Context: an optimization exercise on an open-source flow, tuned for small area. The choices shown serve that exercise and are no tape-out recipe. The RTL was checked by simulation tests, not by an equivalence proof against the original design. The flow treats the clock pin as an ideal source, which a real chip does not have. Power and IR drop assume default switching activity.

// counter_and_display
module counter_and_display(clk,rst,SEC_low,SEC_high,MIN_low,MIN_high,HOUR_low,HOUR_high,key0,key1,key2,key3);
clock: 10.0 ns
lec_check: 0
abc_area: 1
cap_margin: 20
core_margin: 2
core_utilization: 40
slew_margin: 20
standard.sh (not shown) runs the stock make flow with config.mk's settings and CLKGATE_MAP_FILE= SYNTH_SCRIPT=/design/flow/synth_recipe.tcl, a recipe that flattens the netlist after the stock synthesis.
==> flow/flow/run.sh <==
#!/bin/bash
# The standard layout (standard.sh: standard synthesis, floorplan, placement,
# routing) with three changes, made through ORFS's own hooks:
#  - the port buffers are the smallest buffer cell (buf_1);
#  - after floorplan, logic cells are swapped for the smallest drive strength of
#    their family (flow/downsize.tcl);
#  - the clock port drives 2 clock buffers, each feeding the registers of one half
#    of the core (flow/clk_tree.tcl, run just before clock tree synthesis, which
#    then finds the clock already buffered).
# Each tool's output goes to standard.log here and to ORFS's logs under orfs/.
set -o pipefail
export BUFFER_PORTS_ARGS="-buffer_cell sky130_fd_sc_hd__buf_1"
export POST_FLOORPLAN_TCL=$PWD/flow/downsize.tcl
export CLK_TREE_N=2
export CLK_TREE_BUF=sky130_fd_sc_hd__clkbuf_8
export PRE_CTS_TCL=$PWD/flow/clk_tree.tcl
export CTS_ARGS="-clk_nets clk -dont_use_dummy_load -buf_list {sky130_fd_sc_hd__clkbuf_8}"
bash standard.sh > standard.log 2>&1
==> flow/flow/clk_tree.tcl <==
# Drive the register clock pins from CLK_TREE_N clock buffers (each placed at the
# centre of its group of registers), all fed from the clock port. Runs before
# clock_tree_synthesis, which then finds the clock already buffered.
set block [ord::get_db_block]
set dbu [$block getDbUnitsPerMicron]
set k $::env(CLK_TREE_N)
set pins {}
foreach pin [get_pins -of_objects [get_nets clk]] {
  if {[get_property $pin direction] ne "input"} { continue }
  set inst [[sta::sta_to_db_pin $pin] getInst]
  set bb [$inst getBBox]
  lappend pins [list $pin [expr {([$bb xMin] + [$bb xMax]) / 2.0 / $dbu}] [expr {([$bb yMin] + [$bb yMax]) / 2.0 / $dbu}]]
}
set n [llength $pins]
# k-means on the pin locations, seeded along x
set sorted [lsort -real -index 1 $pins]
set cent {}
for {set i 0} {$i < $k} {incr i} {
  set p [lindex $sorted [expr {int(($i + 0.5) * $n / $k)}]]
  lappend cent [list [lindex $p 1] [lindex $p 2]]
}
for {set iter 0} {$iter < 50} {incr iter} {
  set groups [lrepeat $k {}]
  foreach p $pins {
    set best 0; set bd 1e30
    for {set i 0} {$i < $k} {incr i} {
      set c [lindex $cent $i]
      set d [expr {pow([lindex $p 1] - [lindex $c 0], 2) + pow([lindex $p 2] - [lindex $c 1], 2)}]
      if {$d < $bd} { set bd $d; set best $i }
    }
    lset groups $best [concat [lindex $groups $best] [list $p]]
  }
  set cent {}
  foreach g $groups {
    set sx 0; set sy 0
    foreach p $g { set sx [expr {$sx + [lindex $p 1]}]; set sy [expr {$sy + [lindex $p 2]}] }
    set m [llength $g]
    if {$m == 0} { set m 1 }
    lappend cent [list [expr {$sx / $m}] [expr {$sy / $m}]]
  }
}
set i 0
foreach g $groups c $cent {
  if {[llength $g] == 0} { continue }
  set loads {}
  foreach p $g { lappend loads [lindex $p 0] }
  puts "clk_tree: buffer $i drives [llength $g] clock pins at ($c)"
  insert_buffer -buffer_cell $::env(CLK_TREE_BUF) -net clk -load_pins $loads -location $c -buffer_name clkleaf_buf$i -net_name clknet_leaf$i
  incr i
}
==> flow/flow/downsize.tcl <==
# Swap every logic cell for the smallest cell of its family (same function, other
# drive strength): synthesis upsizes gates for a speed the 10 ns clock does not need.
# Registers, buffers, tie cells and physical cells are left alone.
set block [ord::get_db_block]
set db [ord::get_db]
set area {}
foreach lib [$db getLibs] {
  foreach m [$lib getMasters] {
    set name [$m getName]
    if {[regexp {^(sky130_fd_sc_hd__[a-z0-9]+)_([0-9]+)$} $name -> fam drive]} {
      if {[llength [get_lib_cells -quiet $name]] == 0} { continue }
      if {[get_property [get_lib_cells $name] dont_use]} { continue }
      dict lappend area $fam [list $name [expr {[$m getWidth] * [$m getHeight]}]]
    }
  }
}
set n 0
foreach inst [$block getInsts] {
  set name [[$inst getMaster] getName]
  if {![regexp {^(sky130_fd_sc_hd__([a-z0-9]+))_([0-9]+)$} $name -> fam base drive]} { continue }
  if {[regexp {^(df|sdf|edf|dl|buf|clkbuf|clkdly|dlygate|dlymetal|conb|tap|fill|decap|diode|probe|lpflow|macro|bufbuf|bufinv)} $base]} { continue }
  if {![dict exists $area $fam]} { continue }
  set best [lindex [lsort -integer -index 1 [dict get $area $fam]] 0]
  set cur [expr {[[$inst getMaster] getWidth] * [[$inst getMaster] getHeight]}]
  if {[lindex $best 1] < $cur} {
    replace_cell [$inst getName] [lindex $best 0]
    incr n
  }
}
puts "downsize: $n cells swapped for a smaller drive strength"
Change:
==> flow/flow/run.sh (replaced) <==
#!/bin/bash
set -o pipefail
export BUFFER_PORTS_ARGS="-buffer_cell sky130_fd_sc_hd__buf_1"
export CLK_TREE_N=4
export CLK_TREE_BUF=sky130_fd_sc_hd__clkbuf_4
export PRE_CTS_TCL=$PWD/flow/clk_tree.tcl
export CTS_ARGS="-clk_nets clk -dont_use_dummy_load -buf_list {sky130_fd_sc_hd__clkbuf_4}"
bash standard.sh > standard.log 2>&1
removed: flow/flow/downsize.tcl
Outcome: The changed run ran to the end with no violations; setup slack gains 48 ps; critical path depth is unchanged; routed wire length goes up by a few percent; synthesized area is unchanged.
Change:
==> flow/flow/run.sh (replaced) <==
#!/bin/bash
set -o pipefail
export BUFFER_PORTS_ARGS="-buffer_cell sky130_fd_sc_hd__buf_1"
export CTS_ARGS="-sink_clustering_enable -repair_clock_nets -dont_use_dummy_load -buf_list {sky130_fd_sc_hd__clkbuf_8}"
bash standard.sh > standard.log 2>&1
removed: flow/flow/clk_tree.tcl
After rerunning: The new run ran to the end with no violations. Setup slack loses 76 ps. Wire length goes up by 1.9%. Cell count barely changes. Register-to-register slack loses 20 ps. Fmax fell by 2.2%. Design area goes up by 1.7%. Power rose by 12%. Hold slack got worse by 10 ps. Via count goes up by 1.1%. Synthesized cell count is unchanged.
Change:
==> flow/flow/run.sh (replaced) <==
#!/bin/bash
set -o pipefail
export BUFFER_PORTS_ARGS="-buffer_cell sky130_fd_sc_hd__buf_1"
export CLK_TREE_N=2
export CLK_TREE_BUF=sky130_fd_sc_hd__clkbuf_8
export PRE_CTS_TCL=$PWD/flow/clk_tree.tcl
export CTS_ARGS="-clk_nets clk -dont_use_dummy_load -buf_list {sky130_fd_sc_hd__clkbuf_8}"
bash standard.sh > standard.log 2>&1
==> flow/flow/clk_tree.tcl (new file) <==
# Drive the register clock pins from CLK_TREE_N clock buffers (each placed at the
# centre of its group of registers), all fed from the clock port. Runs before
# clock_tree_synthesis, which then finds the clock already buffered.
set block [ord::get_db_block]
set dbu [$block getDbUnitsPerMicron]
set k $::env(CLK_TREE_N)
set pins {}
foreach pin [get_pins -of_objects [get_nets clk]] {
  if {[get_property $pin direction] ne "input"} { continue }
  set inst [[sta::sta_to_db_pin $pin] getInst]
  set bb [$inst getBBox]
  lappend pins [list $pin [expr {([$bb xMin] + [$bb xMax]) / 2.0 / $dbu}] [expr {([$bb yMin] + [$bb yMax]) / 2.0 / $dbu}]]
}
set n [llength $pins]
# k-means on the pin locations, seeded along x
set sorted [lsort -real -index 1 $pins]
set cent {}
for {set i 0} {$i < $k} {incr i} {
  set p [lindex $sorted [expr {int(($i + 0.5) * $n / $k)}]]
  lappend cent [list [lindex $p 1] [lindex $p 2]]
}
for {set iter 0} {$iter < 50} {incr iter} {
  set groups [lrepeat $k {}]
  foreach p $pins {
    set best 0; set bd 1e30
    for {set i 0} {$i < $k} {incr i} {
      set c [lindex $cent $i]
      set d [expr {pow([lindex $p 1] - [lindex $c 0], 2) + pow([lindex $p 2] - [lindex $c 1], 2)}]
      if {$d < $bd} { set bd $d; set best $i }
    }
    lset groups $best [concat [lindex $groups $best] [list $p]]
  }
  set cent {}
  foreach g $groups {
    set sx 0; set sy 0
    foreach p $g { set sx [expr {$sx + [lindex $p 1]}]; set sy [expr {$sy + [lindex $p 2]}] }
    set m [llength $g]
    if {$m == 0} { set m 1 }
    lappend cent [list [expr {$sx / $m}] [expr {$sy / $m}]]
  }
}
set i 0
foreach g $groups c $cent {
  if {[llength $g] == 0} { continue }
  set loads {}
  foreach p $g { lappend loads [lindex $p 0] }
  puts "clk_tree: buffer $i drives [llength $g] clock pins at ($c)"
  insert_buffer -buffer_cell $::env(CLK_TREE_BUF) -net clk -load_pins $loads -location $c -buffer_name clkleaf_buf$i -net_name clknet_leaf$i
  incr i
}
Core utilization went down by 0.81 points.
Total power went down by 11%.
Synthesized cell count is unchanged.
Die area does not change.
Global-route usage fell by 1.4 points.
Wire length came out lower by about 3%.
Worst setup slack gains 110 ps.
First-iteration DRC count fell by about 18%.
Hold slack is better by 12 ps.

========
run A:
Another version of the RTL of counter_and_display (not shown whole).
Size in the first run: about 38 flip-flops, ~48 I/O pins, ~2300 um2 of cells after synthesis.
clock: 10.0 ns
lec_check: 0
cap_margin: 20
core_margin: 2
core_utilization: 40
slew_margin: 20
run.sh (not shown) runs the stock make flow with config.mk's settings and CLKGATE_MAP_FILE= SYNTH_SCRIPT=/design/flow/synth_recipe.tcl, a recipe that flattens the netlist after the stock synthesis.
Stock flow here: none of the scripts above is used.
The final layout from run A, which completed every stage, passed the timing, design-rule and antenna checks at the end of the flow.
## Diff of input files: run B against run A
- setting CTS_BUF_LIST to sky130_fd_sc_hd__clkbuf_4 for the first time
- setting ABC_AREA to 1 for the first time
Findings:
- Re maximum fanout along the worst path: run B and run A aren't equal, and the higher value belongs to run B.
- Taking run A as the reference, in run B wire length went up by about 9%, total non-filler cell area in the finished layout now smaller, maximum number of pins on one net before global-route repair went down 18.
#### Input delta (run C over run B)
- CTS_BUF_LIST removed (was sky130_fd_sc_hd__clkbuf_4)
==> flow/flow/run.sh (new file) <==
#!/bin/bash
set -o pipefail
export BUFFER_PORTS_ARGS="-buffer_cell sky130_fd_sc_hd__buf_1"
export CTS_ARGS="-sink_clustering_enable -repair_clock_nets -dont_use_dummy_load -buf_list {sky130_fd_sc_hd__clkbuf_8}"
bash standard.sh > standard.log 2>&1
==> flow/standard.sh (new file) <==
#!/bin/bash
# synth_recipe.tcl (not shown) runs the flow's synth.tcl, then flattens the netlist and writes it again
# the make line also repeats each setting of config.mk as NAME=value (left out here)
make -C /OpenROAD-flow-scripts/flow DESIGN_CONFIG=/design/flow/config.mk WORK_HOME=/design/flow/orfs CLKGATE_MAP_FILE= SYNTH_SCRIPT=/design/flow/synth_recipe.tcl "${@:-finish}"
removed: flow/run.sh
==> results.txt <==
Reported for run C and run B, non-clock buffer count turned out identical to the last digit. Between run C and run B, it is run C whose clock network fraction of design power is higher, by 5.0 points. Lower ratio of total power to cell area was reported by run B, not run C. Higher worst-case setup margin in the final layout goes to run C over run B. Run C vs run B, portion of total power attributed to combinational logic went down by 5.4 points. Higher met2 usage among run C and run B: run C. Between run C and run B, the clock latency reported for the late side of the worst-skew pair is higher for run B.
Inputs modified between run C and run D:
==> flow/flow/run.sh <==
#!/bin/bash
set -o pipefail
export BUFFER_PORTS_ARGS="-buffer_cell sky130_fd_sc_hd__buf_1"
export CTS_ARGS="-sink_clustering_enable -repair_clock_nets -dont_use_dummy_load -buf_list {sky130_fd_sc_hd__clkbuf_4}"
bash standard.sh > standard.log 2>&1
### Flow results
Changes observed in run D relative to run C: clock power share decreased 5.7 points; sum of internal, switching and leakage power decreased 7.3%; total of fill cells in the finished design increased about 0.5%.
Looking at critical path arrival, run D sits 70 ps higher than run C does.
Run D ran to completion and came out clean on the timing, design-rule and antenna checks.
Input changes introduced in run E (baseline for comparison: run D):
==> flow/flow/run.sh <==
#!/bin/bash
set -o pipefail
export BUFFER_PORTS_ARGS="-buffer_cell sky130_fd_sc_hd__buf_1"
export CTS_ARGS="-sink_clustering_enable -repair_clock_nets -dont_use_dummy_load -buf_list {sky130_fd_sc_hd__clkbuf_2 sky130_fd_sc_hd__clkbuf_4 sky130_fd_sc_hd__clkbuf_8}"
bash standard.sh > standard.log 2>&1
--- outcome ---
- As far as global-route usage is concerned, run E and run D perform about the same.
- Compared run E against run D; hold slack within noise.
- Power share of the combinational group: run E and run D compared, higher one is run D
- Going from run D to run E, number of cells on the critical path shows no meaningful change; sequential group share of total power moved down; worst slew margin relative to its limit moved up; final area shows an increase of 31 um2; final period utilization lost 0.64 points.

-- static timing again, ports no longer ideal --
How much do the figures lean on ideal ports? The routed layouts below were timed once more, with nothing changed but the port constraints.
Step 1, drivers: a clkbuf_16 drives clk and a buf_2 each remaining input, both assumed.
Step 2 also shifts input and output timing later by t, the mid clock arrival at the registers, as if the neighbouring blocks saw the same clock.
Slacks: ideal ports / drivers / drivers and shift; pairs: ideal ports / drivers.
run	shift t [ns]	slack for setup (ns)	slew at the worst register clock pin (ns)	pins driven straight from the clock port
the first run of note 1	0.198	6.534 / 6.500 / 6.698	0.12 / 0.12	2
the second run of note 1	0.211	6.582 / 6.532 / 6.743	0.12 / 0.12	4
the third run of note 1	0.306	6.507 / 6.477 / 6.763	0.07 / 0.07	1
the fourth run of note 1	0.200	6.615 / 6.579 / 6.778	0.11 / 0.11	2
run A	0.309	5.741 / 5.713 / 6.022	0.08 / 0.08	1
run B	0.364	5.977 / 5.953 / 6.109	0.12 / 0.12	1
run C	0.309	6.426 / 6.399 / 6.534	0.08 / 0.08	1
run D	0.359	6.362 / 6.338 / 6.546	0.13 / 0.13	1
run E	0.309	6.426 / 6.399 / 6.534	0.08 / 0.08	1
After both steps setup and hold are still met in every run listed.
